Context: an optimization exercise on an open-source flow, tuned for small area, a short achievable clock period and few clock cycles. The choices shown serve that exercise and are no tape-out recipe. Only simulation tests tie the RTL to the original design; equivalence was not proved.

## run 1
==> flow/design.v (excerpt) <==
module sa_accel (
    input  logic        clk,
    input  logic        rst_n,
    input  logic        start_all,
    input  logic [7:0]  k_param,
    input  logic        out_mode,
    input  logic [7:0]  row_shape,
    input  logic [7:0]  col_shape,
    output logic        done_all,
    output logic        ren_n,
    output logic [12:0] raddr_row,
    input  logic [31:0] rdata_row,
    output logic [12:0] raddr_col,
    input  logic [31:0] rdata_col,
    output logic        wen_n,
    output logic [12:0] waddr,
    output logic [31:0] data_out
);
Size in the first run: about 970 flip-flops, about 170 I/O pins, roughly 67000 µm² of cells after synthesis.
export LEC_CHECK = 0
export CAP_MARGIN = 20
export CORE_MARGIN = 2
export CORE_UTILIZATION = 40
export CTS_CLUSTER_DIAMETER = 100
export CTS_CLUSTER_SIZE = 24
export SLEW_MARGIN = 20
create_clock -name core_clock -period 11.0 [get_ports {clk}]
standard.sh (not shown) runs the stock make flow with config.mk's settings and CLKGATE_MAP_FILE= SYNTH_SCRIPT=/design/flow/synth_recipe.tcl, a recipe that flattens the netlist after the stock synthesis.
==> flow/flow/run.sh <==
#!/bin/bash
set -euo pipefail
bash standard.sh SETUP_SLACK_MARGIN=${MARGIN:-7.3} SYNTH_ARGS=-noabc \
  "BUFFER_PORTS_ARGS=-buffer_cell sky130_fd_sc_hd__buf_4" finish > standard.log 2>&1
Testbench counts of run 1, summed over its fixed seeds: cycles 206,522.
> inputs changed (run 1 -> run 2)
- ABC_AREA: unset -> 1
==> flow/flow/run.sh <==
#!/bin/bash
set -euo pipefail
bash standard.sh SETUP_SLACK_MARGIN=${MARGIN:-7.5} SYNTH_ARGS=-noabc \
  "BUFFER_PORTS_ARGS=-buffer_cell sky130_fd_sc_hd__buf_4" finish > standard.log 2>&1
Results
Run 2 completed end to end with timing, DRC and antenna clean.
Going from run 1 to run 2, the critical path depth in cells was found to have gone up by 7.
Run 1 vs run 2, most common cell after layout, fill and taps aside: sky130_fd_sc_hd__dfxtp_1 vs sky130_fd_sc_hd__inv_1
The highest-utilization routing layer at the global route stage comes out met1 in one run and met2 in the other, namely in run 1 and run 2 respectively.
Between run 1 and run 2, the fraction of area in clock buffers and inverters figures differ only marginally.
Run 2 packs its core tighter than run 1.
Run 2 vs. run 1: detailed-routing wirelength on met1 went up by 4.7%.
The inputs of run 3 differ from those of run 2 as listed below.
- ABC_AREA: 1 -> unset
- PLACE_DENSITY: unset -> 0.72
- CORE_UTILIZATION: 40 -> 60
[summary]
- Diff run 2 -> run 3: final area went down; fraction of the cycle the final worst path needs did not really move; area growth from synthesis to final layout went down; core utilization went up; average wire per cell in the routed design went up.
- Run 3 ends up with lower total routed wirelength than run 2 does.
- Delta (run 3 minus run 2): time the final worst path needs with I/O delays and setup went up.
Modified inputs, run 4 compared to run 3
==> flow/flow/run.sh <==
#!/bin/bash
set -euo pipefail
bash standard.sh SETUP_SLACK_MARGIN=${MARGIN:-7.65} SYNTH_ARGS=-noabc \
  "BUFFER_PORTS_ARGS=-buffer_cell sky130_fd_sc_hd__buf_4" finish > standard.log 2>&1
==> comparison <==
- Of the two values seen for endpoint of the worst setup timing path, raddr_col[2] was produced by run 3 and raddr_row[4] by run 4.
- Delta (run 4 minus run 3): antenna diode count went up by 1.
- Compared with run 3, in run 4 sequential cell area in the final layout increased by about 1.2% relative to the old numbers; non-clock buffer share of cell area increased by 2.7 points relative to the old numbers; final hold slack closely matched the old numbers.

========
Setup of cedar:
sa_accel, a different RTL version from the one above (not shown whole).
Size: ~930 flip-flops, roughly 170 I/O pins, roughly 67000 um2 of cells after synthesis.
export LEC_CHECK = 0
export CAP_MARGIN = 20
export CORE_MARGIN = 2
export CORE_UTILIZATION = 40
export CTS_CLUSTER_DIAMETER = 100
export CTS_CLUSTER_SIZE = 24
export SLEW_MARGIN = 20
create_clock -name core_clock -period 11.0 [get_ports {clk}]
==> flow/flow/run.sh <==
#!/bin/bash
set -euo pipefail
bash standard.sh SETUP_SLACK_MARGIN=${MARGIN:-7.8} SYNTH_ARGS=-noabc \
  "BUFFER_PORTS_ARGS=-buffer_cell sky130_fd_sc_hd__buf_4" finish > standard.log 2>&1
Both conditions hold for cedar: the flow ran to the end and the final layout passed the timing, DRC and antenna checks.
Testbench counts of cedar, summed over its fixed seeds: cycles 206,522.
Modified inputs, tundra compared to cedar
-- flow/flow/run.sh --
<<< cedar, line 3
bash standard.sh SETUP_SLACK_MARGIN=${MARGIN:-7.8} SYNTH_ARGS=-noabc \
>>> tundra, line 3
bash standard.sh SETUP_SLACK_MARGIN=${MARGIN:-7.5} SYNTH_ARGS=-noabc \
Results
Count of antenna diodes in the layout came out lower on tundra than on cedar. Changes observed in tundra relative to cedar: total wirelength of the detailed-routed design went down; non-clock inverter total of the final layout did not really move. Number of levels the H-tree was split into came out exactly the same in tundra and cedar. Looking at launching instance or port of the critical path, the u_SA.u_skew.bd_col[5] result is from cedar; the u_SA.u_skew.bd_col[18] one comes from tundra. Diff tundra and cedar: setup slack higher in cedar. On clock buffer and inverter area fraction after layout, tundra and cedar are basically level.

afterwards: timing with drivers on the ports:
Ports are ideal in the flow. The routed layouts listed here were re-timed in OpenROAD. Step 1 sets driving cells, clkbuf_16 on the clock port and buf_2 on the other inputs (assumed; they add their load-dependent delay and slew). Step 2 also shifts input and output timing later by t, the mid clock arrival at the registers, as if the neighbouring blocks saw the same clock. a / b / c = ideal / step 1 / step 2; a / b = the first two.
| run | t (ns) | slack for setup (ns) | worst setup path at the end | slew at the worst register clock pin (ns) |
|---|---|---|---|---|
| run 1 | 0.761 | 7.381 / 7.304 / 7.419 | register to register | 0.11 / 0.11 |
| run 2 | 0.772 | 7.537 / 7.467 / 7.522 | input to register | 0.11 / 0.11 |
| run 3 | 0.769 | 7.530 / 7.450 / 7.491 | input to register | 0.11 / 0.11 |
| run 4 | 0.752 | 7.577 / 7.503 / 7.487 | input to register | 0.11 / 0.11 |
| cedar | 0.771 | 7.514 / 7.514 / 7.413 | input to register | 0.11 / 0.11 |
| tundra | 0.760 | 7.500 / 7.453 / 7.314 | input to register | 0.10 / 0.10 |
After both steps every run listed still meets setup and hold. For tundra, which loses most, drivers alone change the setup slack by -0.047 ns; drivers and shift together by -0.186 ns.
